This is an optimization exercise on Yosys and OpenROAD, whose aim is small area, not a production implementation.
Only simulation tests tie the RTL to the original design; equivalence was not proved.
Power and IR drop assume default switching activity.

Setup of job 3485:
## mst_fifo_top
module mst_fifo_top (
  input  wire RST_N,
  input  wire MLTCN,  
  input  wire STREN,  
  input  wire ERDIS,  
  input  wire R_OOB,
  input  wire W_OOB,  
  input  wire CLK,
  input  wire [31:0] DATA_I,    
  input  wire [3:0]  BE_I,      
  output wire [31:0] DATA_O,    
  output wire [3:0]  BE_O,      
  output wire DT_OE_N,          
  output wire BE_OE_N,          
  input  wire RXF_N,     
  input  wire TXE_N,
  output wire WR_N,     
  output wire RD_N,
  output wire OE_N,
  output wire [3:0] STRER
);
  localparam AW = 5;
  wire [3:0] tp_seq_err;
  wire [3:0] tp_debug_sig;
  wire tp_siwu_n;
  assign STRER = tp_seq_err;
  wire chk_vld;
  wire [31:0] chk_data;
  wire gen_req;
  wire [31:0] gen_dat;
  wire ififord;
  wire ififowr;
  wire [1:0] ififowrid;
  wire [3:0] ififoafull;
  wire [3:0] ififonempt;
  wire [35:0] ififo_wdat;
  wire [35:0] ififo_rdat;
  wire prefena;
  wire prefreq;
  wire prefmod;
  wire[ 1:0]  prefchn;
  wire[ 3:0]  prefnempt;
  wire[35:0]  prefdout;
  wire        prefmask;
  mst_fifo_fsm i1_fsm (
    .rst_n	(RST_N),
    .clk		(CLK),
    .txe_n	(TXE_N),
    .rxf_n	(RXF_N),
    .idata	(DATA_I),
    .ibe		(BE_I),
    .mltcn	(MLTCN),
    .stren	(STREN),
    .r_oob	(R_OOB),
    .w_oob	(W_OOB),
    .mst_rd_n	(4'h0),
    .mst_wr_n	(4'h0), 
    .odata	(DATA_O),
    .obe		(BE_O),
    .dt_oe_n(DT_OE_N),
    .be_oe_n(BE_OE_N),
    .siwu_n	(tp_siwu_n),
    .wr_n	(WR_N),
    .rd_n	(RD_N),
    .oe_n	(OE_N),
    .tp_debug_sig(tp_debug_sig),
    .chk_vld	(chk_vld),
    .seq_a_nx	(seq_a_nx),
    .chk_data	(chk_data),
    .chk_err	(tp_seq_err),
    .ififoafull	(ififoafull),
    .ififonempt	(ififonempt),
    .ififowr	(ififowr),
    .ififowrid	(ififowrid),
    .ififo_wdat	(ififo_wdat),
    .prefena   (prefena),
    .prefreq   (prefreq),
    .prefmod   (prefmod),
    .prefchn   (prefchn),
    .prefnempt (prefnempt),
  ...
Size: ~4100 cells after synthesis, about 90 I/O pins.
==> flow/config.mk <==
export PLATFORM = sky130hd
export DESIGN_NAME = mst_fifo_top
export DESIGN_NICKNAME = mst_fifo_top
export VERILOG_FILES = /design/flow/design.v
export SDC_FILE = /design/flow/constraint.sdc
export NUM_CORES = 4
export LEC_CHECK = 0
export CAP_MARGIN = 5
export CORE_MARGIN = 2
export CORE_UTILIZATION = 65
export CTS_BUF_LIST = sky130_fd_sc_hd__clkbuf_8
export CTS_CLUSTER_DIAMETER = 45
export CTS_CLUSTER_SIZE = 18
export PLACE_DENSITY = 0.75
export SLEW_MARGIN = 5
==> flow/constraint.sdc <==
create_clock -name core_clock -period 10.0 [get_ports {CLK}]
set_input_delay 2.0000 -clock core_clock [delete_from_list [all_inputs] [get_ports {CLK}]]
set_output_delay 2.0000 -clock core_clock [all_outputs]
set_load 0.01 [all_outputs]
standard.sh (not shown) runs the stock make flow with config.mk's settings and CLKGATE_MAP_FILE= SYNTH_SCRIPT=/design/flow/synth_recipe.tcl, a recipe that flattens the netlist after the stock synthesis.
==> flow/flow/run.sh <==
#!/bin/bash
# Own layout flow: the standard layout (standard.sh) with two changes.
#  1. Synthesis is the standard synthesis script except that the final
#     ABC technology mapping uses flow/area.abc (Yosys's default ABC mapping
#     with more area recovery, under the clock-period delay target) instead
#     of ORFS's speed script.
#     Registers are mapped by the same dfflibmap step before ABC, so their
#     names and cell types are the standard synthesis's.
#  2. Clock tree synthesis does not insert dummy loads.
#  3. Port buffers (every input and output still gets one) are the
#     smallest buffer, buf_1, instead of the resizer's pick.
# Each step's full output is in orfs/logs/ (ORFS writes one log per step);
# make's own output is in flow_make.log.
set -euo pipefail
W=$(pwd)
mkdir -p "$W/myflow"
# synthesis script: synth_recipe.tcl sourcing a copy of ORFS's synth.tcl
sed "s#^  log_cmd abc {\\*}\$abc_args#  log_cmd abc -script $W/flow/area.abc {*}[lrange \$abc_args 2 end]#" \
  "$FLOW_HOME/scripts/synth.tcl" > "$W/myflow/synth.tcl"
grep -q "log_cmd abc -script $W/flow/area.abc" "$W/myflow/synth.tcl"
sed "s#source \$::env(SCRIPTS_DIR)/synth.tcl#source $W/myflow/synth.tcl#" \
  "$W/synth_recipe.tcl" > "$W/myflow/synth_recipe.tcl"
grep -q "source $W/myflow/synth.tcl" "$W/myflow/synth_recipe.tcl"
#
CTS="-sink_clustering_enable -repair_clock_nets -dont_use_dummy_load"
CTS="$CTS -sink_clustering_size 18 -sink_clustering_max_diameter 45"
CTS="$CTS -buf_list sky130_fd_sc_hd__clkbuf_8"
bash "$W/standard.sh" "SYNTH_SCRIPT=$W/myflow/synth_recipe.tcl" "CTS_ARGS=$CTS" \
  "BUFFER_PORTS_ARGS=-buffer_cell sky130_fd_sc_hd__buf_1" finish \
  > "$W/flow_make.log" 2>&1
test -s "$W/out/final.def"
==> flow/flow/area.abc <==
strash
&get -n
&fraig -x
&put
scorr
dc2
dretime
strash
&get -n
&dch -f
&nf -R 1000
&put
Job 3485 completed; timing, DRC and antenna clean
Relative to job 3485, the following input files were edited for job 9488:
Settings: CAP_MARGIN: 5 -> 10; CTS_CLUSTER_SIZE: 18 -> 16; SLEW_MARGIN: 5 -> 10.
--- a/flow/flow/run.sh
+++ b/flow/flow/run.sh
@@ -25,3 +25,3 @@
 CTS="-sink_clustering_enable -repair_clock_nets -dont_use_dummy_load"
-CTS="$CTS -sink_clustering_size 18 -sink_clustering_max_diameter 45"
+CTS="$CTS -sink_clustering_size 16 -sink_clustering_max_diameter 45"
 CTS="$CTS -buf_list sky130_fd_sc_hd__clkbuf_8"
### Flow results
Job 9488 | stages: all done | timing, DRC, antenna: all pass. Going from job 3485 to job 9488, total chip power grows by 0.61%. Changes observed in job 9488 relative to job 3485: setup slack went down 0.011 ns; maximum ir drop on the vdd rail went up about 6%; detailed-route via count now sits at about the same level; internal power contribution saw an increase; critical path depth increased by 1 relative to the old numbers. Comparing job 9488 with job 3485, the hold slack came out essentially unchanged. Job 3485 has lower number of buffers outside the clock class in the layout than job 9488. Job 9488 against job 3485: number of flip-flops and latches held steady, total count of max-transition violations in the final report stayed essentially flat. Looking at job 3485 and job 9488, the clock-cell share of area is a wash.
Input changes introduced in job 4911 (baseline for comparison: job 9488):
Settings: changing CTS_CLUSTER_SIZE from 16 to 18.
--- a/flow/flow/run.sh
+++ b/flow/flow/run.sh
@@ -25,3 +25,3 @@
 CTS="-sink_clustering_enable -repair_clock_nets -dont_use_dummy_load"
-CTS="$CTS -sink_clustering_size 16 -sink_clustering_max_diameter 45"
+CTS="$CTS -sink_clustering_size 18 -sink_clustering_max_diameter 45"
 CTS="$CTS -buf_list sky130_fd_sc_hd__clkbuf_8"
Results
- When job 4911 is set beside job 9488, its clock-buffer cell count turns out to be 5.1% smaller.
- As far as total global routing overflow goes, job 9488 and job 4911 are indistinguishable; the numbers are identical.
- Relative to job 9488, clock power has decreased by about 3% in job 4911.
- Compared job 4911 against job 9488; fraction of power consumed by combinational cells within noise.
- Job 4911 against job 9488: count of inserted antenna diode cells higher; maximum VDD drop lower.
diff inputs: job 4911 => job 2859
Settings: CTS_CLUSTER_SIZE now 20, was 18.
--- a/flow/flow/run.sh
+++ b/flow/flow/run.sh
@@ -25,3 +25,3 @@
 CTS="-sink_clustering_enable -repair_clock_nets -dont_use_dummy_load"
-CTS="$CTS -sink_clustering_size 18 -sink_clustering_max_diameter 45"
+CTS="$CTS -sink_clustering_size 20 -sink_clustering_max_diameter 45"
 CTS="$CTS -buf_list sky130_fd_sc_hd__clkbuf_8"
## What came out
Any difference in cell area power density between job 2859 and job 4911 is small enough to ignore.
Reported for job 2859 and job 4911, final number of setup-violating endpoints turned out identical to the last digit.
Job 2859 gives less net switching power than job 4911 did.
Register-to-register slack in job 2859 is 0.02 ns below job 4911.
Diff job 4911 -> job 2859: combinational share of power saw little to no change, core occupancy in the finished layout saw little to no change, layout overhead on the synthesized area was more or less identical, clock group power went down by about 1%, clock network power share now sits lower.
In terms of global-route wire length before repair, job 4911 and job 2859 differ only marginally.

-- re-timing with driven ports --
No port has a modelled driver above. Below, the same layouts with a new extraction and two added sets of constraints. Step 1: set_driving_cell puts a clkbuf_16 on CLK and a buf_2 on each other input, an assumption about the parent block. Step 2, shift: input delay + t, output delay - t, t = (earliest + latest rising clock arrival at the registers) / 2. This alone moves slack from input paths to output paths. Three values: no drivers, after step 1, after step 2; two values: the first two.
run | t, ns | setup slack, ns | worst setup path at the end
job 3485 | 0.946 | 1.794 / 1.811 / 0.881 | input to register
job 9488 | 0.986 | 1.783 / 1.783 / 0.843 | input to register
job 4911 | 0.942 | 1.769 / 1.804 / 0.863 | input to register
job 2859 | 0.954 | 1.781 / 1.804 / 0.859 | input to register
After both steps every run listed still meets setup and hold. The setup slack of job 9488, which loses most, moves by 0.000 ns with the drivers and by -0.940 ns with both steps.
